Source: an optimization exercise on an open RTL-to-GDS flow (aim: small area and a short achievable clock period). Production flows keep margins and buffers that such runs may drop.
RTL that was checked went through simulation tests only; none was proved equivalent to the original.
No functional check of the RTL was part of runs 1 to 5.
Power and IR drop assume default switching activity.

===== flow/constraint.sdc =====
create_clock -name core_clock -period 4.0 [get_ports {PixelClk}]
set_input_delay 0.8000 -clock core_clock [delete_from_list [all_inputs] [get_ports {PixelClk}]]
set_output_delay 0.8000 -clock core_clock [all_outputs]
set_load 0.01 [all_outputs]

===== flow/flow/run.sh =====
#!/bin/bash
# Standard layout, with the adder cells left out of synthesis (plain gates
# for ABC), ABC run with flow/abc.script, and the smallest buffer on the ports.
set -e
SD=$PWD/scripts_abc
rm -rf "$SD"
cp -r "$FLOW_HOME/scripts" "$SD"
cp flow/abc.script "$SD/abc_area.script"
bash standard.sh SCRIPTS_DIR="$SD" ADDER_MAP_FILE= ABC_AREA=1 "BUFFER_PORTS_ARGS=-buffer_cell sky130_fd_sc_hd__buf_1" > standard.log 2>&1

===== flow/config.mk =====
export PLATFORM = sky130hd
export DESIGN_NAME = rgb2dvi
export DESIGN_NICKNAME = rgb2dvi
export VERILOG_FILES = /design/flow/design.v
export SDC_FILE = /design/flow/constraint.sdc
export NUM_CORES = 4
export LEC_CHECK = 0
export CAP_MARGIN = 20
export CORE_MARGIN = 2
export CORE_UTILIZATION = 60
export SLEW_MARGIN = 20

===== flow/flow/abc.script =====
strash
dc2
&get -n
&dch -f
&nf
&put
buffer -c
topo
stime -c
upsize -c
dnsize -c

===== flow/standard.sh =====
#!/bin/bash
# synth_recipe.tcl (not shown) runs the flow's synth.tcl, then flattens the netlist and writes it again
# the make line also repeats each setting of config.mk as NAME=value (left out here)
make -C /OpenROAD-flow-scripts/flow DESIGN_CONFIG=/design/flow/config.mk WORK_HOME=/design/flow/orfs CLKGATE_MAP_FILE= SYNTH_SCRIPT=/design/flow/synth_recipe.tcl "${@:-finish}"

===== flow/design.v =====
module TMDS_Encoder #(
    parameter SYNC = 0               
) (
    input  wire       PixelClk,
    output reg  [9:0] pDataOutRaw,
    input  wire [7:0] pDataOut,
    input  wire       pC0,
    input  wire       pC1,
    input  wire       pVde,          
    input  wire       pVde_1,        
    input  wire       pVde_2         
);
wire [7:0] d = pDataOut;
wire a1 = d[1] | d[2] | d[3];
wire a2 = (d[1] & d[2]) | (d[1] & d[3]) | (d[2] & d[3]);
wire a3 = d[1] & d[2] & d[3];
wire b1 = d[4] | d[5] | d[6] | d[7];
wire b2 = ((d[4] | d[5]) & (d[6] | d[7])) | (d[4] & d[5]) | (d[6] & d[7]);
wire b3 = ((d[4] & d[5]) & (d[6] | d[7])) | ((d[6] & d[7]) & (d[4] | d[5]));
wire b4 = d[4] & d[5] & d[6] & d[7];
wire sel = b4 | (a1 & b3) | (a2 & b2) | (a3 & b1);
wire x12 = d[1] ^ d[2];
wire x34 = d[3] ^ d[4];
wire x56 = d[5] ^ d[6];
wire p2  = d[0] ^ x12;
wire p4  = p2 ^ x34;
wire p6  = p2 ^ (x34 ^ x56);
reg [3:0] pe_1;      
reg [3:0] do_1;      
reg       sel_1;
always @(posedge PixelClk) begin
    sel_1     <= sel;
    pe_1[3:1] <= {p6, p4, p2};
    do_1[3:1] <= {d[7], d[5], d[3]};
    if (SYNC && !pVde) {do_1[0], pe_1[0]} <= {pC1, pC0};
    else               {do_1[0], pe_1[0]} <= {d[1], d[0]};
end
wire [3:0] nz  = ~(do_1 ^ {4{sel_1}});      
wire [3:0] pos = nz & ~pe_1;
wire [3:0] neg = nz &  pe_1;
wire [2:0] npos = pos[0] + pos[1] + pos[2] + pos[3];
wire [2:0] nneg = neg[0] + neg[1] + neg[2] + neg[3];
wire [3:0] X    = {1'b0, npos} - {1'b0, nneg};
wire [7:0] q1;
genvar gk;
generate
    for (gk = 0; gk < 4; gk = gk + 1) begin : qm
        assign q1[2*gk]   = pe_1[gk];
        assign q1[2*gk+1] = pe_1[gk] ^ do_1[gk] ^ sel_1;
    end
endgenerate
reg [7:0] q_2;
reg       sel_2;
reg [3:0] X_2;
always @(posedge PixelClk) begin
    sel_2   <= sel_1;
    X_2     <= X;
    q_2[0]  <= q1[0];
    q_2[7:2] <= q1[7:2];
    if (SYNC && !pVde_1) q_2[1] <= do_1[0];    
    else                 q_2[1] <= q1[1];
end
reg  [3:0] c_3;
wire       q8  = ~sel_2;
wire       z   = (c_3 == 4'd0) || (X_2 == 4'd0);
wire       inv = z ? sel_2 : (c_3[3] ^ X_2[3]);
wire [3:0] s1  = c_3 + X_2 + {3'b000, q8};
wire [3:0] s0  = c_3 + ~X_2 + {3'b000, q8};
wire [9:0] tok  = {~(q_2[1] ^ q_2[0]), ~q_2[0], {8'b01010100 ^ {8{q_2[0]}}}};
wire [9:0] tok0 = 10'b1101010100;
always @(posedge PixelClk) begin
    c_3 <= pVde_2 ? (inv ? s1 : s0) : 4'd0;
    if (pVde_2)
        pDataOutRaw <= {inv, q8, q_2 ^ {8{inv}}};
    else
        pDataOutRaw <= SYNC ? tok : tok0;
end
endmodule
module rgb2dvi (
    input  wire        PixelClk,
    input  wire [23:0] vid_pData,
    input  wire        vid_pVDE,
    input  wire        vid_pHSync,
    input  wire        vid_pVSync,
    output wire [9:0]  pDataOutRaw0,    
    output wire [9:0]  pDataOutRaw1,    
    output wire [9:0]  pDataOutRaw2     
);
reg pVde_1, pVde_2;
always @(posedge PixelClk) begin
    pVde_1 <= vid_pVDE;
    pVde_2 <= pVde_1;
end
TMDS_Encoder #(.SYNC(1)) DataEncoder0 (
    .PixelClk(PixelClk), .pDataOutRaw(pDataOutRaw0),
    .pDataOut(vid_pData[15:8]), .pC0(vid_pHSync), .pC1(vid_pVSync),
    .pVde(vid_pVDE), .pVde_1(pVde_1), .pVde_2(pVde_2));
TMDS_Encoder #(.SYNC(0)) DataEncoder1 (
    .PixelClk(PixelClk), .pDataOutRaw(pDataOutRaw1),
    .pDataOut(vid_pData[7:0]), .pC0(1'b0), .pC1(1'b0),
    .pVde(vid_pVDE), .pVde_1(pVde_1), .pVde_2(pVde_2));
TMDS_Encoder #(.SYNC(0)) DataEncoder2 (
    .PixelClk(PixelClk), .pDataOutRaw(pDataOutRaw2),
    .pDataOut(vid_pData[23:16]), .pC0(1'b0), .pC1(1'b0),
    .pVde(vid_pVDE), .pVde_1(pVde_1), .pVde_2(pVde_2));
endmodule

==> impl_metrics.toml, run 1 <==
[sta]
setup_viol = 0
maxSlewHeadroom_pct = 47.6
worst_slew_pin_slew_ns = 0.785
drv_slew = 0
rsz0062_at_grt = "false"
period_share_pct = 57.7
setup_tns_ns = 0
fin_skew_ns = 0.00914
whs_ns = 0.379
final-hold-violation-count = 0
timing.final.crit_period_ns = 2.31
worst_slack_ns = 1.69
timing.fmax_mhz = 433

[critical_path]
critPathMaxFanout = 6
cp_slowest_cell = "dfxtp_1"
rr_worst_depth = 7
critPathLaunchType = "register"
r2r_end = "DataEncoder1.X_2[3]$_DFF_P_"
path_delay_family = "XOR/XNOR gates"
worst-path-stages = 7
cp_data_arrival_time_ns = 2.61
r2r_slack_ns = 1.69
crit_required_ns = 4.30
cpPeakStageDelay_ns = 0.60
critPathCaptureType = "register"
r2r-start = "DataEncoder1.sel_1$_DFF_P_"
cp-startpoint = "DataEncoder1.sel_1$_DFF_P_"
worstSetupPathType = "register to register"
crit_buf_inv = 0
crit_chain = "xnor2_1 -> nor2b_1 -> xnor3_2 -> xor2_2 -> nand2_2 -> maj3_2 -> a21boi_2"
endpoint = "DataEncoder1.X_2[3]$_DFF_P_"

[layout]
fin_nets = 538
drive_gt1_share_pct = 11.1
final_cells = 617
multi_input_area_um2 = 2390
final_area_um2 = 5240
areaGrowthSynthToFinish_pct = 10.8
antenna_cells = 0
regArea_um2 = 2200
fillers = 615

[route]
drc = 0
final_antenna_net_count = 0
drt_iter0_drc = 60
wirelength_um = 7680
vias = 3133
wire_per_inst_um = 12.5
drtPass1Iterations = 4
viasPerCell = 5.08

[die]
start_util_pct = 61.5
die_h_um = 92.7
placement_rows = 32
chipWidth_um = 92.7
dieArea_um2 = 8600
io_pins = 58
coreArea_um2 = 7690

[global_routing]
grt_max_degree = 25
grt_util_all_layers_pct = 19.7
grt_pass1_wl_um = 13500
overflow = 0
antenna_found_initial = 0
grt_pass1_vias = 3003

[placed_design]
pre_cts_ws_ns = 1.75
placed_cells = 601
dpl_cell_area_um2 = 5020
port_buffers = 57
place_hpwl_um = 5820
routabilityCongestion = 0.831

[power_and_ir_drop]
powerDensity_nw_per_um2 = 827
irDropWorstVdd_mv = 0.618
cellLeakagePower_nw = 2.04

[yosys]
yosysWarnings = 3
synth_area_leaders = "dfxtp_1, xnor2_1, o21ai_0"
synth_ff_type = "dfxtp_1"
ys_seq_area_share_pct = 46.6
synth_seq_cells = 110
ys_types = 41
async_reset_ff_share_pct = 0
avgSynthCellArea_um2 = 10.5
syn_nets = 480
synth_edf_count = 0
yosys.area.top_type_share_pct = 46.6
synth.cell_area_um2 = 4720
synth_area_leader_cell = "dfxtp_1"
synthCells = 452

[clocking]
cts_tree = "built"
cts_buffers = 9
clock-sinks = 110
post_cts_buffers = 0
clockBufferDepth = 2
cts-resized-gates = 0
holdBufCountCts = 0
clk_latency_ns = 0.37
root_buffer = "clkbuf_8"
ctsHtreeMaxLevel = 3
clk_pin_slew_worst_paths_ns = 0.10

[outcome]
status = "timing/DRC/antenna clean"

[min_path]
worstHoldPathType = "register to register"

[run]
max-cap-violations = 0
==> kinds of logic (layout without fill, tap and decap cells) <==
group / Yosys count / count (layout) / share of synthesized area (%)
compound gates: 88 / 88 / 10.6
fa+ha+maj: 21 / 21 / 4.63
buf+inv: 30 / 93 / 2.91
xor+xnor: 100 / 100 / 22.3
flops: 110 / 110 / 46.6
simple gates: 91 / 91 / 10.2
mux: 12 / 12 / 2.70
==> per-layer routing <==
| layer | wire length, µm | vias to the layer above | global-route usage (%) |
|---|---|---|---|
| met5 | 0 | - | 0 |
| met4 | 76 | 0 | 6.62 |
| met3 | 245 | 7 | 4.39 |
| met1 | 3680 | 1426 | 24.7 |
| li1 | - | 1655 | - |
| met2 | 3680 | 45 | 33.7 |
==> cell usage after synthesis (2+ instances only) <==
cell type / count
xor2_2: 3
nand2_2: 3
xnor2_4: 2
maj3_2: 7
nor2_1: 8
nand4_1: 8
or3_1: 3
a22oi_1: 7
nor2b_4: 3
o21a_2: 3
clkbuf_1: 8
nand3_1: 6
xnor3_1: 3
xor2_1: 19
buf_2: 2
and2b_1: 3
a21boi_0: 2
a21boi_2: 3
buf_6: 3
o21ai_0: 34
xnor2_2: 4
nand2b_1: 3
nor3_1: 11
xnor2_1: 66
mux2_2: 3
nand2_1: 28
nor4_1: 8
or2_2: 2
mux2i_1: 8
xnor3_2: 3
a21oi_1: 33
o22ai_1: 3
maj3_1: 14
nor2b_1: 4
dfxtp_1: 110
inv_1: 17
==> layout make-up <==
type                            instances  share of cell area (%)
Tap cell                              102                    2.44
Clock buffer                           11                    2.89
Clock inverter                          5                    1.24
Inverter                               17                    1.22
Timing Repair Buffer                   60                    4.52
Multi-Input combinational cell        312                    45.6
Sequential cell                       110                    42.1
==> report_power, final <==
part           leakage [nW]  switching, mW  internal, mW
Sequential            0.925          0.256          1.47
Combinational          1.01          0.989         0.924
Clock                 0.111          0.359         0.330
==> metrics by stage <==
step	total power, mW	utilization [%]
after floorplan	3.28	-
after global placement	3.61	65.3
after detailed placement	3.68	65.3
after CTS	4.38	68.1
after global routing	4.71	68.1
final	4.33	68.1
==> worst min-delay path by stage <==
stage                               start  cells past startpoint                         end  slack (ns)
4_1_cts                    pVde_1$_DFF_P_                      0              pVde_2$_DFF_P_        0.38
3_5_place_dp               pVde_1$_DFF_P_                      0              pVde_2$_DFF_P_        0.36
6_report                   pVde_1$_DFF_P_                      0              pVde_2$_DFF_P_        0.38
5_1_grt                    pVde_1$_DFF_P_                      0              pVde_2$_DFF_P_        0.39
2_1_floorplan  DataEncoder0.sel_1$_DFF_P_                      0  DataEncoder0.sel_2$_DFF_P_        0.35
3_3_place_gp               pVde_1$_DFF_P_                      0              pVde_2$_DFF_P_        0.36
==> worst reg2reg max path: stages, from the launching register on <==
cell and delay, ns:
dfxtp_1 0.60, xnor2_1 0.25, nor2b_1 0.31, xnor3_2 0.33
xor2_2 0.21, nand2_2 0.09, maj3_2 0.33, a21boi_2 0.13
==> flip-flops by register name, indices dropped and copies added (netlist names), 4 cells and up <==
name,flops
DataEncoder1.pDataOutRaw,10
DataEncoder0.q_2,8
DataEncoder1.q_2,8
DataEncoder2.do_1,4
DataEncoder2.X_2,4
DataEncoder2.q_2,8
DataEncoder2.pDataOutRaw,10
DataEncoder0.X_2,4
DataEncoder0.c_3,4
DataEncoder1.do_1,4
DataEncoder0.do_1,4
DataEncoder0.pe_1,4
DataEncoder2.pe_1,4
DataEncoder1.pe_1,4
DataEncoder1.c_3,4
DataEncoder0.pDataOutRaw,10
DataEncoder1.X_2,4
DataEncoder2.c_3,4
==> layout by cell type, fill, tap and decap left out, types with 4 or more instances in the layout <==
master | netlist | routed
xor2_1 | 19 | 19
dfxtp_1 | 110 | 110
mux2i_1 | 8 | 8
a22oi_1 | 7 | 7
nand2_1 | 28 | 28
nor2b_1 | 4 | 4
nand4_1 | 8 | 8
maj3_2 | 7 | 7
inv_1 | 17 | 17
nor4_1 | 8 | 8
nor3_1 | 11 | 11
a21oi_1 | 33 | 33
nor2_1 | 8 | 8
xnor2_1 | 66 | 66
maj3_1 | 14 | 14
xnor2_2 | 4 | 4
buf_1 | 0 | 57
nand3_1 | 6 | 6
clkbuf_8 | 0 | 11
o21ai_0 | 34 | 34
==> inputs of run 2 (changes only) <==
--- a/flow/config.mk
+++ b/flow/config.mk
@@ -8,4 +8,5 @@
 export CAP_MARGIN = 20
 export CORE_MARGIN = 2
 export CORE_UTILIZATION = 60
+export SETUP_SLACK_MARGIN = 2.3
 export SLEW_MARGIN = 20
==> run 2 against run 1 <==
Compared with the run above: critical endpoint is now DataEncoder0.X_2[3]$_DFF_P_; worst hold slack better by 0.0025 ns; maximum frequency increased by 14%; sequential share of layout area down 4.6 points; synthesized area is the same; still clean; largest cell class unchanged.
==> impl_metrics.toml, run 2 <==
[outcome]
status = "timing/DRC/antenna clean"

[critical_path]
cp_slowest_cell = "xnor3_2"
crit_chain = "xnor2_4 -> nor2b_4 -> xnor3_2 -> xor2_2 -> nand2_2 -> maj3_2 -> a21boi_2"
crit_required_ns = 4.31
worstSetupPathType = "register to register"
cp_data_arrival_time_ns = 2.33
path_delay_family = "XOR/XNOR gates"
crit_buf_inv = 0
cpPeakStageDelay_ns = 0.47
critPathMaxFanout = 3
critPathLaunchType = "register"
critPathCaptureType = "register"

[yosys]
yosysWarnings = 3
synth_edf_count = 0
avgSynthCellArea_um2 = 10.5
synth_area_leader_cell = "dfxtp_1"
yosys-top-cells-count = "dfxtp_1, xnor2_1, o21ai_0"
synth_area_leaders = "dfxtp_1, xnor2_1, o21ai_0"
synthCells = 452
synth.cell_area_um2 = 4720
yosys.area.top_type_share_pct = 46.6
async_reset_ff_share_pct = 0
synth_seq_cells = 110
syn_nets = 480
synth_most_common_cell = "dfxtp_1"
synth_ff_type = "dfxtp_1"
ys_seq_area_share_pct = 46.6
ys_types = 41

[placed_design]
port_buffers = 57
place_hpwl_um = 5890
pre_cts_ws_ns = 1.75
routabilityCongestion = 0.834

[power_and_ir_drop]
powerDensity_nw_per_um2 = 868
irDropWorstVdd_mv = 0.534
power_frac_comb_pct = 52.8
total_power_mw = 5.19
cellLeakagePower_nw = 2.39
p_sw_mw = 1.98
p_int_mw = 3.21
p_sw_share_pct = 38.1
power_frac_seq_pct = 35.2
p_clk_share_pct = 12.0

[die]
placement_rows = 32
start_util_pct = 61.5
io_pins = 58
chipWidth_um = 92.7
die_h_um = 92.7
coreArea_um2 = 7690
dieArea_um2 = 8600

[clocking]
root_buffer = "clkbuf_8"
clockBufferDepth = 2
clk_pin_slew_worst_paths_ns = 0.10
cts_buffers = 9
ctsHtreeMaxLevel = 3
clk_latency_ns = 0.37
cts_tree = "built"
clock-sinks = 110

[route]
drc = 0
vias = 3361
drtPass1Iterations = 4
drt_iter0_drc = 76
wire_per_inst_um = 14.3
final_antenna_net_count = 0
wirelength_um = 9350
viasPerCell = 5.13

[global_routing]
grt_max_degree = 24
overflow = 0
grt_util_all_layers_pct = 21.0
antenna_found_initial = 0
grt_pass1_vias = 3170
grt_pass1_wl_um = 14400

[layout]
drive_gt1_share_pct = 30.9
fin_nets = 576
antenna_cells = 0
largestRegisters = "DataEncoder0.pDataOutRaw x10, DataEncoder1.pDataOutRaw x10, DataEncoder2.pDataOutRaw x10"
layout_commonest_cell = "dfxtp_1"
areaGrowthSynthToFinish_pct = 26.6
mostFrequentLayoutCells = "dfxtp_1, xnor2_1, buf_1, buf_4, a21oi_1"

[sta]
fin_skew_ns = 0.00998
setup_viol = 0
final-hold-violation-count = 0
worst_slack_ns = 1.98
setup_tns_ns = 0
worst_slew_pin_slew_ns = 0.508
timing.fmax_mhz = 496
rsz0062_at_grt = "true"
maxSlewHeadroom_pct = 66.0
period_share_pct = 50.4
drv_slew = 0
timing.final.crit_period_ns = 2.02

[run]
max-cap-violations = 0

[min_path]
worstHoldPathType = "register to register"
[run 2: power groups by stage]
stage               logic, mW  clock network (mW)  registers, mW
finish                   2.74               0.621           1.83
global route             2.97               0.680           1.87
CTS                      2.27               0.636           1.79
detailed placement       1.95                   0           1.78
global placement         1.90                   0           1.77
floorplan                1.57                   0           1.78
[run 2: timing repair]
item	in CTS	in global routing
hold buffers	0	0
endpoints found under the setup margin	34	50
cloned	0	1
buffers inserted	27	10
pin swaps	18	18
resized for setup	41	53
[run 2: layer usage]
| layer | global-route usage, % | vias to the layer above | wire length (µm) |
|---|---|---|---|
| li1 | - | 1736 | - |
| met3 | 3.25 | 12 | 235 |
| met4 | 6.99 | 0 | 149 |
| met2 | 38.4 | 55 | 5040 |
| met5 | 0 | - | 0 |
| met1 | 25.1 | 1558 | 3930 |
[run 2: per-stage QoR]
step           std cells  util (%)  hold WS [ns]  cell area, µm²
2_1_floorplan        452         -         0.351            4840
3_3_place_gp         601      66.8         0.360            5130
3_5_place_dp         601      66.8         0.366            5130
4_1_cts              644      74.2         0.378            5710
5_1_grt              655      77.8         0.386            5980
6_report             655      77.8         0.381            5980
[run 2: path summary, 6_finish.rpt]
| check | from | endpoint | slack (ns) | depth (start not counted) |
|---|---|---|---|---|
| setup / recovery | DataEncoder0.do_1[1]$_DFF_P_ | DataEncoder0.X_2[3]$_DFF_P_ | 1.98 | 7 |
| hold / removal | pVde_1$_DFF_P_ | pVde_2$_DFF_P_ | 0.38 | 0 |
| setup reg to reg | DataEncoder0.do_1[1]$_DFF_P_ | DataEncoder0.X_2[3]$_DFF_P_ | 1.98 | 7 |
| hold reg to reg | pVde_1$_DFF_P_ | pVde_2$_DFF_P_ | 0.38 | 0 |
[run 2: final cells by class]
type                    count  area, µm²
clock buffers               9        124
flip-flops and latches    110       2240
repair buffers             98        579
well taps                 102        128
multi-input cells         312       2790
clock inverters             7       55.1
inverters                  17       63.8
fillers                   530       1710
[run 2: cell families after synthesis]
family / count (synthesis) / synth area share [%]
flops: 110 / 46.6
xor+xnor: 100 / 22.3
simple gates: 91 / 10.2
compound gates: 88 / 10.6
buf+inv: 30 / 2.91
fa+ha+maj: 21 / 4.63
mux: 12 / 2.70
==> inputs of run 3 (changes only) <==
--- a/flow/design.v
+++ b/flow/design.v
@@ -36,11 +36,13 @@
     else               {do_1[0], pe_1[0]} <= {d[1], d[0]};
 end
 wire [3:0] nz  = ~(do_1 ^ {4{sel_1}});      
-wire [3:0] pos = nz & ~pe_1;
-wire [3:0] neg = nz &  pe_1;
-wire [2:0] npos = pos[0] + pos[1] + pos[2] + pos[3];
-wire [2:0] nneg = neg[0] + neg[1] + neg[2] + neg[3];
-wire [3:0] X    = {1'b0, npos} - {1'b0, nneg};
+wire [3:0] neg = nz & pe_1;
+wire       m0  = ^nz;
+wire       m1  = (nz[0] & nz[1]) ^ (nz[2] & nz[3]) ^ ((nz[0] ^ nz[1]) & (nz[2] ^ nz[3]));
+wire       m2  = &nz;
+wire [2:0] n   = neg[0] + neg[1] + neg[2] + neg[3];
+wire [2:0] xh  = {1'b0, m2, m1} - n;
+wire [3:0] X   = {xh, m0};
 wire [7:0] q1;
 genvar gk;
 generate
==> flow/flow/run.sh (replaced) <==
#!/bin/bash
# Standard layout (the standard.sh) with these ORFS settings on top:
#  ADDER_MAP_FILE= : no adder cells in synthesis, ABC maps the adders as plain gates
#  ABC_AREA=1 with a copy of ORFS's scripts whose abc_area.script is flow/abc.script
#  BUFFER_PORTS_ARGS : the smallest buffer on each port
set -e
SD=$PWD/scripts_abc
rm -rf "$SD"
cp -r "$FLOW_HOME/scripts" "$SD"
cp flow/abc.script "$SD/abc_area.script"
bash standard.sh SCRIPTS_DIR="$SD" ADDER_MAP_FILE= ABC_AREA=1 "BUFFER_PORTS_ARGS=-buffer_cell sky130_fd_sc_hd__buf_1" > standard.log 2>&1
==> flow/flow/abc.script (replaced) <==
strash
dc2
dch -f
amap
--- a/flow/config.mk
+++ b/flow/config.mk
@@ -8,5 +8,4 @@
 export CAP_MARGIN = 20
 export CORE_MARGIN = 2
 export CORE_UTILIZATION = 60
-export SETUP_SLACK_MARGIN = 2.3
 export SLEW_MARGIN = 20
==> run 3 against run 2 <==
Compared with the run above: clock power increased by 25%; sequential cell count unchanged; utilization decreased by 6.5 points; final cell count increased by 8.1%; count of clock-buffer cells in the layout unchanged.
==> impl_metrics.toml, run 3 <==
[yosys]
synth_area_leader_cell = "dfxtp_1"
syn_nets = 563
yosys-top-cells-count = "dfxtp_1, nor2_1, nand2_1"
yosysWarnings = 3
ys_seq_area_share_pct = 51.3
synth_seq_cells = 110
async_reset_ff_share_pct = 0
synth_ff_type = "dfxtp_1"
synth.cell_area_um2 = 4290
avgSynthCellArea_um2 = 8.02
synth_area_leaders = "dfxtp_1, nor2_1, o21ai_0"
synth_most_common_cell = "dfxtp_1"
synth_edf_count = 0
ys_types = 28
yosys.area.top_type_share_pct = 51.3
synthCells = 535

[global_routing]
grt_util_all_layers_pct = 22.0
overflow = 0
grt_pass1_vias = 3244
grt_max_degree = 24
grt_pass1_wl_um = 13500
antenna_found_initial = 0

[clocking]
holdBufCountCts = 0
post_cts_buffers = 0
clock-sinks = 110
cts_tree = "built"
cts_buffers = 9
root_buffer = "clkbuf_8"
ctsHtreeMaxLevel = 3
clk_latency_ns = 0.37
cts-resized-gates = 0
clk_pin_slew_worst_paths_ns = 0.10
clockBufferDepth = 2

[route]
top_layer = "met4"
final_antenna_net_count = 0
viasPerCell = 5.29
wirelength_um = 7980
drt_iter0_drc = 168
met3_length_um = 360
wire_per_inst_um = 11.3
drtPass1Iterations = 4
route.met2.wl_um = 3740
wl_met1_um = 3760
drc = 0
vias = 3743

[die]
die_h_um = 88.6
chipWidth_um = 88.6
coreArea_um2 = 6870
placement_rows = 30
start_util_pct = 62.4
io_pins = 58
dieArea_um2 = 7840

[critical_path]
rr_worst_depth = 10
r2r_slack_ns = 1.53
path_delay_family = "compound AO/OA/AOI/OAI gates"
critPathLaunchType = "register"
critPathCaptureType = "register"
r2r-start = "DataEncoder2.sel_1$_DFF_P_"
worst-path-stages = 10
cp_slowest_cell = "dfxtp_1"
cp_data_arrival_time_ns = 2.74
r2r_end = "DataEncoder2.X_2[3]$_DFF_P_"
crit_chain = "clkinv_1 -> a21oi_1 -> nand4_1 -> nor2_1 -> a21oi_1 -> o21ai_0 -> o21ai_0 -> o22ai_1 -> and2_0 -> o21ai_0"
endpoint = "DataEncoder2.X_2[3]$_DFF_P_"
cp-startpoint = "DataEncoder2.sel_1$_DFF_P_"
cpPeakStageDelay_ns = 0.37
crit_top_cell = "o21ai_0"
crit_required_ns = 4.27
critPathMaxFanout = 7
worstSetupPathType = "register to register"
crit_buf_inv = 1

[sta]
timing.final.crit_period_ns = 2.47
timing.fmax_mhz = 405
period_share_pct = 61.7
worst_slew_pin_slew_ns = 0.655
rsz0062_at_grt = "false"
worst_slack_ns = 1.53
setup_viol = 0
fin_skew_ns = 0.00949
setup_tns_ns = 0
whs_ns = 0.372
maxSlewHeadroom_pct = 56.1
final-hold-violation-count = 0
drv_slew = 0

[placed_design]
place_hpwl_um = 5940
port_buffers = 57
pre_cts_ws_ns = 1.61
placed_cells = 692
routabilityCongestion = 0.856

[layout]
mostFrequentLayoutCells = "dfxtp_1, nor2_1, nand2_1, o21ai_0, buf_1"
layout_commonest_cell = "dfxtp_1"
final_cells = 708
drive_gt1_share_pct = 3.27
fin_nets = 635
antenna_cells = 0
postLayoutCoreUtil_pct = 71.3
largestRegisters = "DataEncoder0.pDataOutRaw x10, DataEncoder1.pDataOutRaw x10, DataEncoder2.pDataOutRaw x10"
areaGrowthSynthToFinish_pct = 14.2

[outcome]
status = "timing/DRC/antenna clean"

[power_and_ir_drop]
powerDensity_nw_per_um2 = 776
irDropWorstVdd_mv = 0.330
cellLeakagePower_nw = 1.86

[run]
max-cap-violations = 0

[min_path]
worstHoldPathType = "register to register"
hold_start = "DataEncoder0.pe_1[3]$_DFF_P_"
hold_path_depth = 0
==> run 3: cell types whose count changed in the layout (fill, tap and decap cells not counted), moves of 18 or more <==
cell / before / now
a211oi_1: 0 / 21
a21oi_1: 31 / 52
buf_4: 32 / 4
clkinv_1: 0 / 52
dfxtp_1: 90 / 110
nand2_1: 27 / 72
nor2_1: 7 / 80
o21ai_0: 24 / 59
o22ai_1: 3 / 27
xnor2_1: 53 / 1
xor2_1: 18 / 0
==> run 3: cell families after synthesis <==
kind of cell           share of synthesized area, %
AO/OA/AOI/OAI                                  27.5
XOR/XNOR                                      0.204
buffers and inverters                          4.55
flip-flops                                     51.3
AND/OR/NAND/NOR                                16.5
==> run 3: per-stage QoR <==
step | power (mW) | area (µm²)
3_5_place_dp | 3.05 | 4650
4_1_cts | 3.82 | 4900
3_3_place_gp | 2.99 | 4650
5_1_grt | 4.12 | 4900
2_1_floorplan | 2.65 | 4290
6_report | 3.80 | 4900
==> run 3: worst min path at each step <==
stage,endpoint,slack [ns]
after floorplan,DataEncoder0.q_2[2]$_DFF_P_,0.35
after global placement,DataEncoder0.q_2[6]$_DFF_P_,0.35
after detailed placement,DataEncoder1.q_2[0]$_DFF_P_,0.36
after CTS,DataEncoder0.q_2[4]$_DFF_P_,0.37
after global routing,DataEncoder2.q_2[2]$_DFF_P_,0.38
final,DataEncoder0.q_2[6]$_DFF_P_,0.37
==> run 3: per-layer routing <==
layer / up-vias / GRT usage, %
li1: 2048 / -
met1: 1608 / 26.7
met2: 75 / 37.0
met3: 12 / 5.13
met4: 0 / 10.2
met5: - / 0
==> run 3: where the power goes <==
part           switching, mW  leakage, nW  internal, mW
logic                  0.892        0.813         0.536
clock network          0.361        0.120         0.418
registers              0.182        0.925          1.41
==> run 3: layout make-up <==
class	instances	area [µm²]
inverter	52	195
multi-input combinational	373	1890
fill	563	1970
clock inverter	7	120
clock buffer	9	124
sequential	110	2200
tap	96	120
timing repair buffer	61	244
==> inputs of run 4 (changes only) <==
--- a/flow/config.mk
+++ b/flow/config.mk
@@ -8,4 +8,5 @@
 export CAP_MARGIN = 20
 export CORE_MARGIN = 2
 export CORE_UTILIZATION = 60
+export SETUP_SLACK_MARGIN = 2.2
 export SLEW_MARGIN = 20
==> run 4 against run 3 <==
Compared with the run above: critical path depth grew 2; synthesized area is the same; total power grew 16%; global-route usage grew 3.5 points; utilization grew 12 points; synthesized cell count is the same; clock power shrank 15%; final area grew 16%; sequential share of layout area shrank 5.7 points; setup slack gained 0.45 ns; die area is the same; final cell count grew 3.8%.
==> impl_metrics.toml, run 4 <==
[layout]
largestRegisters = "DataEncoder0.pDataOutRaw x10, DataEncoder1.pDataOutRaw x10, DataEncoder2.pDataOutRaw x10"
fillers = 417
drive_gt1_share_pct = 26.4
layout_commonest_cell = "dfxtp_1"
areaGrowthSynthToFinish_pct = 32.7
final_cells = 735
antenna_cells = 0
fin_nets = 662
mostFrequentLayoutCells = "dfxtp_1, nand2_1, nor2_1, buf_1, o21ai_0"

[clocking]
clk_latency_ns = 0.36
root_buffer = "clkbuf_8"
clk_pin_slew_worst_paths_ns = 0.10
clockBufferDepth = 2
cts_tree = "built"
cts_buffers = 9
clock-sinks = 110
ctsHtreeMaxLevel = 3

[die]
dieArea_um2 = 7840
die_h_um = 88.6
start_util_pct = 62.4
chipWidth_um = 88.6
placement_rows = 30
io_pins = 58
coreArea_um2 = 6870

[route]
final_antenna_net_count = 0
drc = 0
wire_per_inst_um = 14.7
wirelength_um = 10800
vias = 4178
drt_iter0_drc = 172
viasPerCell = 5.68
drtPass1Iterations = 4

[yosys]
synth_seq_cells = 110
synth_area_leaders = "dfxtp_1, nor2_1, o21ai_0"
synth_edf_count = 0
synth_most_common_cell = "dfxtp_1"
synth.cell_area_um2 = 4290
synth_area_leader_cell = "dfxtp_1"
yosys.area.top_type_share_pct = 51.3
ys_types = 28
ys_seq_area_share_pct = 51.3
syn_nets = 563
synthCells = 535
yosys-top-cells-count = "dfxtp_1, nor2_1, nand2_1"
async_reset_ff_share_pct = 0
yosysWarnings = 3
synth_ff_type = "dfxtp_1"
avgSynthCellArea_um2 = 8.02

[placed_design]
placed_cells = 689
place_hpwl_um = 6720
routabilityCongestion = 0.762
port_buffers = 57

[global_routing]
overflow = 0
grt_util_all_layers_pct = 25.5
grt_max_degree = 24
grt_pass1_vias = 3725
grt_pass1_wl_um = 15700
antenna_found_initial = 0

[min_path]
worstHoldPathType = "register to register"

[critical_path]
critPathLaunchType = "register"
cpPeakStageDelay_ns = 0.39
crit_top_cell = "o21ai_2"
critPathMaxFanout = 5
crit_buf_inv = 0
worstSetupPathType = "register to register"
cp_data_arrival_time_ns = 2.32
critPathCaptureType = "register"
crit_chain = "o21ai_2 -> nand2_1 -> nor2_4 -> a21oi_4 -> a21oi_2 -> nand2_1 -> o21ai_2 -> nand2_1 -> o21ai_2 -> o22ai_2 -> and2_4 -> o21ai_2"
path_delay_family = "compound AO/OA/AOI/OAI gates"
cp_slowest_cell = "dfxtp_4"
crit_required_ns = 4.30

[power_and_ir_drop]
powerDensity_nw_per_um2 = 774
cellLeakagePower_nw = 2.15
total_power_mw = 4.41
irDropWorstVdd_mv = 0.412

[sta]
timing.final.crit_period_ns = 2.02
drv_slew = 0
worst_slew_pin_slew_ns = 0.471
maxSlewHeadroom_pct = 68.5
final-hold-violation-count = 0
rsz0062_at_grt = "true"
setup_tns_ns = 0
timing.fmax_mhz = 494
period_share_pct = 50.6
setup_viol = 0
fin_skew_ns = 0.0118

[run]
max-cap-violations = 0

[outcome]
status = "timing/DRC/antenna clean"
==> run 4: what timing repair did <==
action | in CTS | in global routing
hold buffers | 0 | 0
gates resized for setup | 30 | 88
pin swaps | 32 | 36
setup buffers | 17 | 13
setup endpoints to repair | 29 | 26
==> run 4: area by class of cell <==
type	count	area [µm²]	area share, %
Multi-Input combinational cell	373	2450	43.1
Sequential cell	110	2240	39.3
Timing Repair Buffer	88	450	7.92
Inverter	52	230	4.05
Clock buffer	10	128	2.24
Tap cell	96	120	2.11
Clock inverter	6	70.1	1.23
==> run 4: path summary, 6_finish.rpt <==
path         slack, ns                     endpoint                         start  cells after the start
min               0.37  DataEncoder1.q_2[2]$_DFF_P_  DataEncoder1.pe_1[1]$_DFF_P_                      0
max               1.98  DataEncoder2.X_2[3]$_DFF_P_    DataEncoder2.sel_1$_DFF_P_                     12
min reg2reg       0.37  DataEncoder1.q_2[2]$_DFF_P_  DataEncoder1.pe_1[1]$_DFF_P_                      0
max reg2reg       1.98  DataEncoder2.X_2[3]$_DFF_P_    DataEncoder2.sel_1$_DFF_P_                     12
==> run 4: logic make-up after synthesis <==
logic type	share of synthesized area (%)
xor gates and xnor gates	0.204
DFF	51.3
AOI/OAI and AO/OA	27.5
buffers and inverters	4.55
and+or+nand+nor	16.5
==> run 4: worst register-to-register path: cells and delay by family, from the launching register on <==
family	cells	cell delay, ns
compound gates	7	0.83
flops	1	0.39
simple gates	5	0.76
==> run 4: layer usage <==
metal  global-route usage [%]  up-vias  part of all wire (%)
met5                        0        -                     0
li1                         -     2102                     -
met3                     6.34       24                   4.1
met1                     28.0     1937                    39
met4                     7.58        0                   2.2
met2                     48.3      115                    55
==> run 4: stage by stage <==
step	cell area, µm²	hold slack (ns)	setup WS (ns)	utilization (%)
2_1_floorplan	4510	0.346	2.07	-
3_3_place_gp	4850	0.355	1.85	70.6
3_5_place_dp	4850	0.355	1.74	70.6
4_1_cts	5310	0.364	2.03	77.3
5_1_grt	5690	0.385	1.82	82.8
6_report	5690	0.370	1.98	82.8
==> run 4: report_power, final <==
part / switching, mW / internal (mW)
clock network: 0.366 / 0.296
registers: 0.251 / 1.43
logic: 1.23 / 0.832
total: 1.85 / 2.56
==> inputs of run 5 (changes only) <==
==> flow/flow/abc.script (replaced) <==
strash
dc2
&get -n
&dch -f
&nf
&put
buffer -c
topo
stime -c
upsize -c
dnsize -c
--- a/flow/config.mk
+++ b/flow/config.mk
@@ -8,5 +8,4 @@
 export CAP_MARGIN = 20
 export CORE_MARGIN = 2
 export CORE_UTILIZATION = 60
-export SETUP_SLACK_MARGIN = 2.2
 export SLEW_MARGIN = 20
==> run 5 against run 4 <==
Compared with the run above: still clean; maximum frequency shrank 3.5%; routed wire length fell by 28%; die area grew 6.9%; clock power is 8.0% lower; count of clock-buffer cells in the layout shrank 1; total power shrank 9.4%; critical path type unchanged; critical endpoint unchanged; largest cell class unchanged.
==> impl_metrics.toml, run 5 <==
[outcome]
status = "timing/DRC/antenna clean"

[critical_path]
cp_data_arrival_time_ns = 2.35
critPathLaunchType = "register"
r2r_end = "DataEncoder2.X_2[3]$_DFF_P_"
worstSetupPathType = "register to register"
critPathCaptureType = "register"
rr_worst_depth = 7
r2r_slack_ns = 1.90
critPathMaxFanout = 5
crit_required_ns = 4.25
r2r-start = "DataEncoder2.sel_1$_DFF_P_"

[yosys]
synth_seq_cells = 110
yosysWarnings = 3
synth_ff_type = "dfxtp_1"
async_reset_ff_share_pct = 0
yosys-top-cells-count = "dfxtp_1, xnor2_1, a21oi_1"
synth_area_leader_cell = "dfxtp_1"
synth_edf_count = 0
ys_types = 56
synthCells = 447
syn_nets = 475
avgSynthCellArea_um2 = 10.3
synth.cell_area_um2 = 4600
yosys.area.top_type_share_pct = 47.9
ys_seq_area_share_pct = 47.9
synth_area_leaders = "dfxtp_1, xnor2_1, xor2_1"
synth_most_common_cell = "dfxtp_1"

[min_path]
hold_start = "DataEncoder0.pe_1[0]$_DFF_P_"
worst_hold_path.endpoint = "DataEncoder0.q_2[0]$_DFF_P_"
worstHoldPathType = "register to register"
hold_path_depth = 0

[sta]
maxSlewHeadroom_pct = 51.2
timing.fmax_mhz = 477
rsz0062_at_grt = "false"
setup_tns_ns = 0
setup_viol = 0
worst_slew_pin_slew_ns = 0.731
timing.final.crit_period_ns = 2.10
drv_slew = 0
final-hold-violation-count = 0
period_share_pct = 52.4
fin_skew_ns = 0.0123

[die]
dieArea_um2 = 8380
coreArea_um2 = 7330
io_pins = 58
die_h_um = 91.6
placement_rows = 31
chipWidth_um = 91.6
start_util_pct = 62.8

[run]
max-cap-violations = 0

[power_and_ir_drop]
cellLeakagePower_nw = 1.90
total_power_mw = 3.99
irDropWorstVdd_mv = 0.527
powerDensity_nw_per_um2 = 787

[route]
drtPass1Iterations = 4
wire_per_inst_um = 12.8
vias = 3168
wirelength_um = 7810
drc = 0
drt_iter0_drc = 69
final_antenna_net_count = 0
viasPerCell = 5.21

[clocking]
post_cts_buffers = 0
cts_buffers = 9
clk_latency_ns = 0.37
ctsHtreeMaxLevel = 3
clock-sinks = 110
cts-resized-gates = 0
cts_tree = "built"
clockBufferDepth = 2
clk_pin_slew_worst_paths_ns = 0.11
holdBufCountCts = 0
root_buffer = "clkbuf_8"

[global_routing]
grt_pass1_vias = 3049
overflow = 0
grt_pass1_wl_um = 13400
grt_util_all_layers_pct = 20.0
antenna_found_initial = 0
grt_max_degree = 23

[placed_design]
place_hpwl_um = 5930
routabilityCongestion = 0.875
port_buffers = 57

[layout]
largestRegisters = "DataEncoder0.pDataOutRaw x10, DataEncoder1.pDataOutRaw x10, DataEncoder2.pDataOutRaw x10"
antenna_cells = 0
drive_gt1_share_pct = 9.23
mostFrequentLayoutCells = "dfxtp_1, xnor2_1, buf_1, a21oi_1, o21ai_0"
areaGrowthSynthToFinish_pct = 10.3
layout_commonest_cell = "dfxtp_1"
fin_nets = 532
-- run 5: changes by cell type after synthesis, sizes merged, moves of 11 or more --
cell / delta
xor2: +23
maj3: +14
inv: +11
nor2: -59
o21ai: -29
nand2: -44
xnor2: +74
o22ai: -23
clkinv: -52
a21oi: -17
a211oi: -20
-- run 5: metal layers --
layer | GRT usage (%) | up-vias | part of all wire, %
li1 | - | 1645 | -
met1 | 23.9 | 1462 | 45
met5 | 0 | - | 0
met4 | 8.71 | 0 | 2.2
met2 | 34.6 | 46 | 50
met3 | 4.15 | 15 | 2.7
-- run 5: per-stage QoR --
step / instances / hold WS, ns / cell area, µm² / setup slack [ns] / utilization [%]
6_report: 608 / 0.386 / 5070 / 1.90 / 69.2
3_3_place_gp: 592 / 0.380 / 4890 / 2.01 / 66.7
5_1_grt: 608 / 0.392 / 5070 / 1.75 / 69.2
4_1_cts: 608 / 0.391 / 5070 / 1.88 / 69.2
2_1_floorplan: 447 / 0.332 / 4600 / 2.10 / -
3_5_place_dp: 592 / 0.376 / 4890 / 1.95 / 66.7
-- run 5: kinds of logic after synthesis --
| family | after synthesis | synth area share (%) |
|---|---|---|
| flops | 110 | 47.9 |
| xor+xnor | 101 | 21.9 |
| simple gates | 94 | 10.2 |
| compound gates | 93 | 11.9 |
| buf+inv | 23 | 2.09 |
| fa+ha+maj | 14 | 3.18 |
| mux | 12 | 2.91 |
-- run 5: layout make-up --
class / instances / area [µm²]
inverter: 11 / 41.3
fill: 580 / 2260
clock inverter: 7 / 57.6
tap: 99 / 124
multi-input combinational: 314 / 2300
timing repair buffer: 58 / 221
sequential: 110 / 2200
clock buffer: 9 / 124
-- run 5: how the worst max path moves through the flow --
stage / to / cells after the start / from
5_1_grt: DataEncoder2.X_2[3]$_DFF_P_ / 7 / DataEncoder2.sel_1$_DFF_P_
2_1_floorplan: DataEncoder0.c_3[3]$_SDFF_PN0_ / 7 / DataEncoder0.c_3[0]$_SDFF_PN0_
4_1_cts: DataEncoder2.X_2[3]$_DFF_P_ / 7 / DataEncoder2.sel_1$_DFF_P_
6_report: DataEncoder2.X_2[3]$_DFF_P_ / 7 / DataEncoder2.sel_1$_DFF_P_
3_3_place_gp: DataEncoder1.X_2[3]$_DFF_P_ / 7 / DataEncoder1.sel_1$_DFF_P_
3_5_place_dp: DataEncoder1.X_2[3]$_DFF_P_ / 7 / DataEncoder1.sel_1$_DFF_P_
-- run 5: report_power, final --
| part | leakage (nW) | switching (mW) | total [mW] | internal [mW] |
|---|---|---|---|---|
| clock | 0.0881 | 0.373 | 0.608 | 0.235 |
| sequential | 0.926 | 0.246 | 1.71 | 1.46 |
| combinational | 0.887 | 0.894 | 1.68 | 0.784 |
| total | 1.90 | 1.51 | 3.99 | 2.48 |
-- run 5: worst max-delay path, stage by stage (launching register included) --
cell and delay, ns:
dfxtp_1 0.51, xnor2_1 0.23, nand2_1 0.16, xor2_1 0.35
xnor2_1 0.15, or2_0 0.26, a21oi_1 0.22, o32ai_1 0.10
==> inputs of run 6 (changes only) <==
--- a/flow/design.v
+++ b/flow/design.v
@@ -26,20 +26,21 @@
 wire p4  = p2 ^ x34;
 wire p6  = p2 ^ (x34 ^ x56);
 reg [3:0] pe_1;      
-reg [3:0] do_1;      
+reg [3:0] nz_1;      
 reg       sel_1;
+wire [3:0] nz = ~({d[7], d[5], d[3], d[1]} ^ {4{sel}});
 always @(posedge PixelClk) begin
     sel_1     <= sel;
-    pe_1[3:1] <= {p6, p4, p2};
-    do_1[3:1] <= {d[7], d[5], d[3]};
-    if (SYNC && !pVde) {do_1[0], pe_1[0]} <= {pC1, pC0};
-    else               {do_1[0], pe_1[0]} <= {d[1], d[0]};
+    pe_1[3:2] <= {p6, p4};
+    nz_1      <= nz;
+    if (SYNC && !pVde) pe_1[1:0] <= {pC1, pC0};
+    else               pe_1[1:0] <= {p2, d[0]};
 end
-wire [3:0] nz  = ~(do_1 ^ {4{sel_1}});      
-wire [3:0] neg = nz & pe_1;
-wire       m0  = ^nz;
-wire       m1  = (nz[0] & nz[1]) ^ (nz[2] & nz[3]) ^ ((nz[0] ^ nz[1]) & (nz[2] ^ nz[3]));
-wire       m2  = &nz;
+wire [3:0] nz2 = nz_1;
+wire [3:0] neg = nz2 & pe_1;
+wire       m0  = ^nz2;
+wire       m1  = (nz2[0] & nz2[1]) ^ (nz2[2] & nz2[3]) ^ ((nz2[0] ^ nz2[1]) & (nz2[2] ^ nz2[3]));
+wire       m2  = &nz2;
 wire [2:0] n   = neg[0] + neg[1] + neg[2] + neg[3];
 wire [2:0] xh  = {1'b0, m2, m1} - n;
 wire [3:0] X   = {xh, m0};
@@ -48,7 +49,7 @@
 generate
     for (gk = 0; gk < 4; gk = gk + 1) begin : qm
         assign q1[2*gk]   = pe_1[gk];
-        assign q1[2*gk+1] = pe_1[gk] ^ do_1[gk] ^ sel_1;
+        assign q1[2*gk+1] = ~(pe_1[gk] ^ nz_1[gk]);
     end
 endgenerate
 reg [7:0] q_2;
@@ -59,7 +60,7 @@
     X_2     <= X;
     q_2[0]  <= q1[0];
     q_2[7:2] <= q1[7:2];
-    if (SYNC && !pVde_1) q_2[1] <= do_1[0];    
+    if (SYNC && !pVde_1) q_2[1] <= pe_1[1];    
     else                 q_2[1] <= q1[1];
 end
 reg  [3:0] c_3;
--- a/flow/flow/run.sh
+++ b/flow/flow/run.sh
@@ -8,4 +8,4 @@
 rm -rf "$SD"
 cp -r "$FLOW_HOME/scripts" "$SD"
 cp flow/abc.script "$SD/abc_area.script"
-bash standard.sh SCRIPTS_DIR="$SD" ADDER_MAP_FILE= ABC_AREA=1 "BUFFER_PORTS_ARGS=-buffer_cell sky130_fd_sc_hd__buf_1" > standard.log 2>&1
+bash standard.sh SCRIPTS_DIR="$SD" ADDER_MAP_FILE= ABC_AREA=1 "BUFFER_PORTS_ARGS=-buffer_cell sky130_fd_sc_hd__buf_1" "DONT_USE_CELLS=sky130_fd_sc_hd__probe_p_8 sky130_fd_sc_hd__probec_p_8 sky130_fd_sc_hd__lpflow_bleeder_1 sky130_fd_sc_hd__lpflow_clkbufkapwr_1 sky130_fd_sc_hd__lpflow_clkbufkapwr_16 sky130_fd_sc_hd__lpflow_clkbufkapwr_2 sky130_fd_sc_hd__lpflow_clkbufkapwr_4 sky130_fd_sc_hd__lpflow_clkbufkapwr_8 sky130_fd_sc_hd__lpflow_clkinvkapwr_1 sky130_fd_sc_hd__lpflow_clkinvkapwr_16 sky130_fd_sc_hd__lpflow_clkinvkapwr_2 sky130_fd_sc_hd__lpflow_clkinvkapwr_4 sky130_fd_sc_hd__lpflow_clkinvkapwr_8 sky130_fd_sc_hd__lpflow_decapkapwr_12 sky130_fd_sc_hd__lpflow_decapkapwr_3 sky130_fd_sc_hd__lpflow_decapkapwr_4 sky130_fd_sc_hd__lpflow_decapkapwr_6 sky130_fd_sc_hd__lpflow_decapkapwr_8 sky130_fd_sc_hd__lpflow_inputiso0n_1 sky130_fd_sc_hd__lpflow_inputiso0p_1 sky130_fd_sc_hd__lpflow_inputiso1n_1 sky130_fd_sc_hd__lpflow_inputiso1p_1 sky130_fd_sc_hd__lpflow_inputisolatch_1 sky130_fd_sc_hd__lpflow_isobufsrc_1 sky130_fd_sc_hd__lpflow_isobufsrc_16 sky130_fd_sc_hd__lpflow_isobufsrc_2 sky130_fd_sc_hd__lpflow_isobufsrc_4 sky130_fd_sc_hd__lpflow_isobufsrc_8 sky130_fd_sc_hd__lpflow_isobufsrckapwr_16 sky130_fd_sc_hd__lpflow_lsbuf_lh_hl_isowell_tap_1 sky130_fd_sc_hd__lpflow_lsbuf_lh_hl_isowell_tap_2 sky130_fd_sc_hd__lpflow_lsbuf_lh_hl_isowell_tap_4 sky130_fd_sc_hd__lpflow_lsbuf_lh_isowell_4 sky130_fd_sc_hd__lpflow_lsbuf_lh_isowell_tap_1 sky130_fd_sc_hd__lpflow_lsbuf_lh_isowell_tap_2 sky130_fd_sc_hd__lpflow_lsbuf_lh_isowell_tap_4 sky130_fd_sc_hd__fill_1 sky130_fd_sc_hd__fill_2 sky130_fd_sc_hd__fill_4 sky130_fd_sc_hd__fill_8  sky130_fd_sc_hd__maj3_1 sky130_fd_sc_hd__maj3_2 sky130_fd_sc_hd__maj3_4" > standard.log 2>&1
--- a/flow/config.mk
+++ b/flow/config.mk
@@ -8,4 +8,5 @@
 export CAP_MARGIN = 20
 export CORE_MARGIN = 2
 export CORE_UTILIZATION = 60
+export SETUP_SLACK_MARGIN = 2.1
 export SLEW_MARGIN = 20
==> run 6 against run 5 <==
Compared with the run above: via count up 6.0%; sequential cell count unchanged; combinational power up 9.5%; synthesized area down 0.76%; die area down 0.73%; final area up 0.64%; total power up 5.9%; clock power down 3%; non-clock buffer count up 1; maximum frequency up 11%; critical endpoint is now DataEncoder1.c_3[3]$_SDFF_PN0_; largest cell class unchanged; largest power group is now combinational cells.
==> impl_metrics.toml, run 6 <==
[layout]
drive_gt1_share_pct = 6.45
antenna_cells = 0
largestRegisters = "DataEncoder0.pDataOutRaw x10, DataEncoder1.pDataOutRaw x10, DataEncoder2.pDataOutRaw x10"
layout_commonest_cell = "dfxtp_1"
fin_nets = 567
postLayoutCoreUtil_pct = 70.0
final_cells = 642
mostFrequentLayoutCells = "dfxtp_1, buf_1, xnor2_1, o21ai_0, nand2_1"
fillers = 603
areaGrowthSynthToFinish_pct = 11.8

[route]
vias = 3359
wirelength_um = 8040
viasPerCell = 5.23
wire_per_inst_um = 12.5
drt_iter0_drc = 97
final_antenna_net_count = 0
drtPass1Iterations = 4
drc = 0

[critical_path]
worstSetupPathType = "register to register"
crit_buf_inv = 0
worst-path-stages = 5
cp_data_arrival_time_ns = 2.15
cpPeakStageDelay_ns = 0.52
r2r_slack_ns = 2.12
cp_slowest_cell = "xnor2_1"
r2r_end = "DataEncoder1.c_3[3]$_SDFF_PN0_"
crit_required_ns = 4.26
path_delay_family = "compound AO/OA/AOI/OAI gates"
rr_worst_depth = 5
critPathCaptureType = "register"
crit_chain = "xnor2_1 -> o31ai_4 -> a221oi_1 -> o21ai_0 -> nor3b_1"
critPathLaunchType = "register"
r2r-start = "DataEncoder1.X_2[3]$_DFF_P_"
critPathMaxFanout = 11

[yosys]
synth_most_common_cell = "dfxtp_1"
ys_types = 45
syn_nets = 511
synthCells = 483
yosys-top-cells-count = "dfxtp_1, xnor2_1, o21ai_0"
yosys.area.top_type_share_pct = 48.2
synth.cell_area_um2 = 4570
synth_seq_cells = 110
async_reset_ff_share_pct = 0
synth_area_leader_cell = "dfxtp_1"
avgSynthCellArea_um2 = 9.45
synth_area_leaders = "dfxtp_1, xnor2_1, xor2_1"
ys_seq_area_share_pct = 48.2
synth_edf_count = 0
synth_ff_type = "dfxtp_1"
yosysWarnings = 3

[die]
chipWidth_um = 91.2
placement_rows = 31
die_h_um = 91.2
dieArea_um2 = 8320
io_pins = 58
coreArea_um2 = 7290
start_util_pct = 62.6

[clocking]
cts_buffers = 9
ctsHtreeMaxLevel = 3
post_cts_buffers = 0
clk_latency_ns = 0.37
root_buffer = "clkbuf_8"
cts_tree = "built"
clk_pin_slew_worst_paths_ns = 0.10
clock-sinks = 110
clockBufferDepth = 2

[sta]
final-hold-violation-count = 0
setup_tns_ns = 0
fin_skew_ns = 0.00693
period_share_pct = 47.1
rsz0062_at_grt = "true"
drv_slew = 0
setup_viol = 0
maxSlewHeadroom_pct = 47.0
whs_ns = 0.335
worst_slew_pin_slew_ns = 0.790
worst_slack_ns = 2.12
timing.fmax_mhz = 531
timing.final.crit_period_ns = 1.88

[min_path]
worstHoldPathType = "register to register"
hold_start = "DataEncoder1.sel_1$_DFF_P_"
worst_hold_path.endpoint = "DataEncoder1.sel_2$_DFF_P_"
hold_path_depth = 0

[outcome]
status = "timing/DRC/antenna clean"

[global_routing]
grt_max_degree = 29
grt_util_all_layers_pct = 19.2
antenna_found_initial = 0
overflow = 0
grt_pass1_wl_um = 12800
grt_pass1_vias = 2979

[placed_design]
port_buffers = 57
place_hpwl_um = 5780
routabilityCongestion = 0.808
pre_cts_ws_ns = 1.90
placed_cells = 626

[run]
max-cap-violations = 0

[power_and_ir_drop]
irDropWorstVdd_mv = 0.372
cellLeakagePower_nw = 1.97
powerDensity_nw_per_um2 = 829
## run 6: final cells by class
cell class,instances,area [µm²],share of cell area (%)
Multi-Input combinational cell,354,2360,46.2
Sequential cell,110,2200,43.1
Timing Repair Buffer,59,233,4.56
Clock buffer,9,124,2.43
Tap cell,99,124,2.43
Clock inverter,6,47.5,0.931
Inverter,5,18.8,0.368
## run 6: metrics by stage
stage / cell area [µm²] / power (mW)
5_1_grt: 5100 / 4.54
2_1_floorplan: 4570 / 3.20
3_5_place_dp: 4860 / 3.56
6_report: 5100 / 4.23
3_3_place_gp: 4850 / 3.48
4_1_cts: 5040 / 4.15
## run 6: repair_timing
action	CTS	global route
hold buffers	0	0
pin swaps	0	1
setup endpoints to repair	2	4
cloned	0	1
resized for setup	2	10
## run 6: logic make-up after synthesis
group,count (synthesis),synth area share (%)
xor+xnor,95,18.2
simple gates,126,13.8
flops,110,48.2
compound gates,124,15.7
buf+inv,20,2.14
mux,8,1.89
## run 6: where the power goes
part	leakage (nW)	switching, mW	internal, mW
registers	0.926	0.311	1.49
logic	0.954	0.996	0.843
clock network	0.0861	0.363	0.228
total	1.97	1.67	2.56
## run 6: worst max-delay path by stage
stage	from	to	slack, ns
final	DataEncoder1.X_2[3]$_DFF_P_	DataEncoder1.c_3[3]$_SDFF_PN0_	2.12
after global routing	DataEncoder1.X_2[2]$_DFF_P_	DataEncoder1.c_3[3]$_SDFF_PN0_	2.06
after CTS	DataEncoder1.X_2[2]$_DFF_P_	DataEncoder1.c_3[3]$_SDFF_PN0_	2.12
after detailed placement	vid_pData[7]	DataEncoder1.nz_1[1]$_DFF_P_	1.90
after global placement	DataEncoder1.X_2[2]$_DFF_P_	DataEncoder1.c_3[3]$_SDFF_PN0_	1.87
after floorplan	vid_pData[15]	DataEncoder0.nz_1[0]$_DFF_P_	2.11
## run 6: metal layers
layer	track usage (%)	part of all wire [%]	vias up
li1	-	-	1775
met1	22.8	45	1511
met2	33.3	50	62
met3	4.07	3.4	11
met4	8.33	1.5	0
met5	0	0	-
==> inputs of run 7 (changes only) <==
==> flow/flow/run.sh (replaced) <==
#!/bin/bash
# Standard layout (the standard.sh) with these ORFS settings on top:
#  ADDER_MAP_FILE= : no adder cells in synthesis, ABC maps the adders as plain gates
#  ABC_AREA=1 with a copy of ORFS's scripts whose abc_area.script is flow/abc.script
#  BUFFER_PORTS_ARGS : the smallest buffer on each port
set -e
SD=$PWD/scripts_abc
rm -rf "$SD"
cp -r "$FLOW_HOME/scripts" "$SD"
cp flow/abc.script "$SD/abc_area.script"
bash standard.sh SCRIPTS_DIR="$SD" ADDER_MAP_FILE= ABC_AREA=1 "BUFFER_PORTS_ARGS=-buffer_cell sky130_fd_sc_hd__buf_1" "CTS_ARGS=-sink_clustering_enable -repair_clock_nets -dont_use_dummy_load" "DONT_USE_CELLS=sky130_fd_sc_hd__probe_p_8 sky130_fd_sc_hd__probec_p_8 sky130_fd_sc_hd__lpflow_bleeder_1 sky130_fd_sc_hd__lpflow_clkbufkapwr_1 sky130_fd_sc_hd__lpflow_clkbufkapwr_16 sky130_fd_sc_hd__lpflow_clkbufkapwr_2 sky130_fd_sc_hd__lpflow_clkbufkapwr_4 sky130_fd_sc_hd__lpflow_clkbufkapwr_8 sky130_fd_sc_hd__lpflow_clkinvkapwr_1 sky130_fd_sc_hd__lpflow_clkinvkapwr_16 sky130_fd_sc_hd__lpflow_clkinvkapwr_2 sky130_fd_sc_hd__lpflow_clkinvkapwr_4 sky130_fd_sc_hd__lpflow_clkinvkapwr_8 sky130_fd_sc_hd__lpflow_decapkapwr_12 sky130_fd_sc_hd__lpflow_decapkapwr_3 sky130_fd_sc_hd__lpflow_decapkapwr_4 sky130_fd_sc_hd__lpflow_decapkapwr_6 sky130_fd_sc_hd__lpflow_decapkapwr_8 sky130_fd_sc_hd__lpflow_inputiso0n_1 sky130_fd_sc_hd__lpflow_inputiso0p_1 sky130_fd_sc_hd__lpflow_inputiso1n_1 sky130_fd_sc_hd__lpflow_inputiso1p_1 sky130_fd_sc_hd__lpflow_inputisolatch_1 sky130_fd_sc_hd__lpflow_isobufsrc_1 sky130_fd_sc_hd__lpflow_isobufsrc_16 sky130_fd_sc_hd__lpflow_isobufsrc_2 sky130_fd_sc_hd__lpflow_isobufsrc_4 sky130_fd_sc_hd__lpflow_isobufsrc_8 sky130_fd_sc_hd__lpflow_isobufsrckapwr_16 sky130_fd_sc_hd__lpflow_lsbuf_lh_hl_isowell_tap_1 sky130_fd_sc_hd__lpflow_lsbuf_lh_hl_isowell_tap_2 sky130_fd_sc_hd__lpflow_lsbuf_lh_hl_isowell_tap_4 sky130_fd_sc_hd__lpflow_lsbuf_lh_isowell_4 sky130_fd_sc_hd__lpflow_lsbuf_lh_isowell_tap_1 sky130_fd_sc_hd__lpflow_lsbuf_lh_isowell_tap_2 sky130_fd_sc_hd__lpflow_lsbuf_lh_isowell_tap_4 sky130_fd_sc_hd__fill_1 sky130_fd_sc_hd__fill_2 sky130_fd_sc_hd__fill_4 sky130_fd_sc_hd__fill_8  sky130_fd_sc_hd__maj3_1 sky130_fd_sc_hd__maj3_2 sky130_fd_sc_hd__maj3_4" > standard.log 2>&1
==> flow/flow/abc.script (replaced) <==
strash
&get -n
&st
&syn2
&b -d
&dch -f
&nf
&put
buffer -c
topo
stime -c
upsize -c
dnsize -c
--- a/flow/config.mk
+++ b/flow/config.mk
@@ -8,5 +8,5 @@
 export CAP_MARGIN = 20
 export CORE_MARGIN = 2
 export CORE_UTILIZATION = 60
-export SETUP_SLACK_MARGIN = 2.1
+export SETUP_SLACK_MARGIN = 2.2
 export SLEW_MARGIN = 20
==> run 7 against run 6 <==
Compared with the run above: still clean; total power rose by 4.8%; die area fell by 0.89%; first-iteration DRC count fell by 10%; clock power fell by 15%; count of clock-buffer cells in the layout did not move; utilization fell by 0.17 points; combinational power rose by 16%; critical endpoint is now DataEncoder0.c_3[3]$_SDFF_PN0_.
==> impl_metrics.toml, run 7 <==
[outcome]
status = "timing/DRC/antenna clean"

[sta]
fin_skew_ns = 0.0215
timing.fmax_mhz = 572
drv_slew = 0
setup_viol = 0
period_share_pct = 43.7
timing.final.crit_period_ns = 1.75
worst_slack_ns = 2.25
whs_ns = 0.334
worst_slew_pin_slew_ns = 0.483
final-hold-violation-count = 0
rsz0062_at_grt = "false"
setup_tns_ns = 0
maxSlewHeadroom_pct = 67.8

[clocking]
ctsHtreeMaxLevel = 3
clock-sinks = 110
cts_buffers = 9
clk_pin_slew_worst_paths_ns = 0.08
cts_tree = "built"
root_buffer = "clkbuf_8"
clk_latency_ns = 0.36
clockBufferDepth = 2

[layout]
final_cells = 631
fin_nets = 562
layout_commonest_cell = "dfxtp_1"
final_area_um2 = 5090
areaGrowthSynthToFinish_pct = 12.6
postLayoutCoreUtil_pct = 69.8
fillers = 594
drive_gt1_share_pct = 6.77
largestRegisters = "DataEncoder0.pDataOutRaw x10, DataEncoder1.pDataOutRaw x10, DataEncoder2.pDataOutRaw x10"
mostFrequentLayoutCells = "dfxtp_1, xnor2_1, nand2_1, buf_1, nor2_1"
antenna_cells = 0

[placed_design]
pre_cts_ws_ns = 1.87
place_hpwl_um = 5550
routabilityCongestion = 0.891
placed_cells = 614
port_buffers = 57
dpl_cell_area_um2 = 4800

[power_and_ir_drop]
cellLeakagePower_nw = 1.94
p_sw_share_pct = 38.3
powerDensity_nw_per_um2 = 870
irDropWorstVdd_mv = 0.413
p_int_mw = 2.73
p_clk_share_pct = 11.3
total_power_mw = 4.43
p_sw_mw = 1.70
power_frac_comb_pct = 48.2
power_frac_seq_pct = 40.5

[yosys]
synth_seq_cells = 110
async_reset_ff_share_pct = 0
yosysWarnings = 3
syn_nets = 498
yosys-top-cells-count = "dfxtp_1, xnor2_1, nand2_1"
synth.cell_area_um2 = 4520
synth_area_leader_cell = "dfxtp_1"
synth_ff_type = "dfxtp_1"
synthCells = 470
synth_edf_count = 0
yosys.area.top_type_share_pct = 48.7
ys_seq_area_share_pct = 48.7
avgSynthCellArea_um2 = 9.62
synth_most_common_cell = "dfxtp_1"
ys_types = 44
synth_area_leaders = "dfxtp_1, xnor2_1, xor2_1"

[critical_path]
critPathMaxFanout = 7
cpPeakStageDelay_ns = 0.51
crit_chain = "a21boi_0 -> o31ai_1 -> nor2_1 -> o21ai_0 -> xor2_1 -> o211a_1"
cp_slowest_cell = "dfxtp_1"
cp_data_arrival_time_ns = 1.99
worstSetupPathType = "register to register"
critPathLaunchType = "register"
critPathCaptureType = "register"
crit_required_ns = 4.24

[die]
dieArea_um2 = 8250
chipWidth_um = 90.8
io_pins = 58
start_util_pct = 62.0
die_h_um = 90.8
placement_rows = 31
coreArea_um2 = 7290

[global_routing]
grt_util_all_layers_pct = 19.0
overflow = 0
grt_max_degree = 20
antenna_found_initial = 0
grt_pass1_wl_um = 12600
grt_pass1_vias = 2826

[run]
max-cap-violations = 0

[route]
wire_per_inst_um = 12.0
drc = 0
wirelength_um = 7560
vias = 3191
final_antenna_net_count = 0
viasPerCell = 5.06
drtPass1Iterations = 4
drt_iter0_drc = 87

[min_path]
worstHoldPathType = "register to register"
[run 7: cell type report]
type / count / area [µm²] / area share [%]
multi-input combinational: 345 / 2340 / 45.9
sequential: 110 / 2200 / 43.3
timing repair buffer: 66 / 294 / 5.77
clock buffer: 9 / 124 / 2.43
tap: 99 / 124 / 2.43
inverter: 2 / 7.51 / 0.147
[run 7: cells by family after synthesis]
kind of cell | count (synthesis) | share of synthesized area [%]
xor+xnor | 109 | 21.1
buf+inv | 15 | 1.60
flops | 110 | 48.7
simple gates | 145 | 14.5
compound gates | 87 | 13.2
mux | 4 | 0.913
[run 7: metal layers]
layer | track usage, % | routed length (µm) | up-vias
li1 | - | - | 1705
met1 | 26.4 | 3850 | 1408
met2 | 29.0 | 3290 | 70
met3 | 4.84 | 338 | 8
met4 | 6.44 | 91 | 0
met5 | 0 | 0 | -
[run 7: path summary, 6_finish.rpt]
check | startpoint | end | slack (ns) | depth (start not counted)
max | DataEncoder0.sel_2$_DFF_P_ | DataEncoder0.c_3[3]$_SDFF_PN0_ | 2.25 | 6
min | DataEncoder2.sel_1$_DFF_P_ | DataEncoder2.sel_2$_DFF_P_ | 0.33 | 0
max reg2reg | DataEncoder0.sel_2$_DFF_P_ | DataEncoder0.c_3[3]$_SDFF_PN0_ | 2.25 | 6
min reg2reg | DataEncoder2.sel_1$_DFF_P_ | DataEncoder2.sel_2$_DFF_P_ | 0.33 | 0
[run 7: timing repair]
action / in CTS / in global routing
pin swaps: 2 / 2
gates cloned: 0 / 0
endpoints found under the setup margin: 24 / 26
hold buffers: 0 / 0
setup buffers: 8 / 0
gates resized for setup: 2 / 13
[run 7: power groups by stage]
stage               clock (mW)  sequential [mW]  combinational, mW
finish                   0.501             1.79               2.14
global route             0.553             1.84               2.38
CTS                      0.520             1.77               2.09
detailed placement           0             1.80               1.88
global placement             0             1.79               1.83
floorplan                    0             1.78               1.55
[run 7: critical path, delay by kind of cell (launching register included)]
family | cells | cell delay (ns)
XOR/XNOR | 1 | 0.10
flip-flops | 1 | 0.51
AND/OR/NAND/NOR | 1 | 0.07
AO/OA/AOI/OAI | 4 | 0.96

-- separate check: timing with driven ports --
How much do the figures lean on ideal ports? The routed layouts below were timed once more, with nothing changed but the port constraints.
Step 1, drivers: a clkbuf_16 drives PixelClk and a buf_2 each remaining input, both assumed.
Step 2 times the ports against the registers' clock, not the clock port: input delays grow and output delays shrink by t, the midpoint of the rising clock arrivals with the driver on.
Slacks: ideal ports / drivers / drivers and shift; pairs: ideal ports / drivers.
run | t, ns | slack for setup (ns) | hold slack, ns | latest minus earliest clock arrival (ns) | slew at the worst register clock pin (ns)
run 1 | 0.394 | 1.692 / 1.692 / 1.692 | 0.379 / 0.379 / 0.379 | 0.010 / 0.010 | 0.10 / 0.10
run 2 | 0.399 | 1.983 / 1.983 / 1.983 | 0.381 / 0.381 / 0.381 | 0.015 / 0.015 | 0.11 / 0.11
run 3 | 0.397 | 1.533 / 1.533 / 1.533 | 0.372 / 0.372 / 0.372 | 0.011 / 0.010 | 0.10 / 0.10
run 4 | 0.390 | 1.978 / 1.978 / 1.978 | 0.370 / 0.370 / 0.370 | 0.012 / 0.012 | 0.10 / 0.10
run 5 | 0.399 | 1.904 / 1.904 / 1.904 | 0.386 / 0.386 / 0.386 | 0.015 / 0.015 | 0.11 / 0.11
run 6 | 0.399 | 2.116 / 2.116 / 1.860 | 0.335 / 0.335 / 0.335 | 0.010 / 0.009 | 0.10 / 0.10
run 7 | 0.378 | 2.253 / 2.253 / 1.916 | 0.334 / 0.334 / 0.334 | 0.023 / 0.023 | 0.09 / 0.09
After both steps setup and hold are still met in every run listed. The setup slack of run 7, which loses most, moves by 0.000 ns with the drivers and by -0.337 ns with both steps.
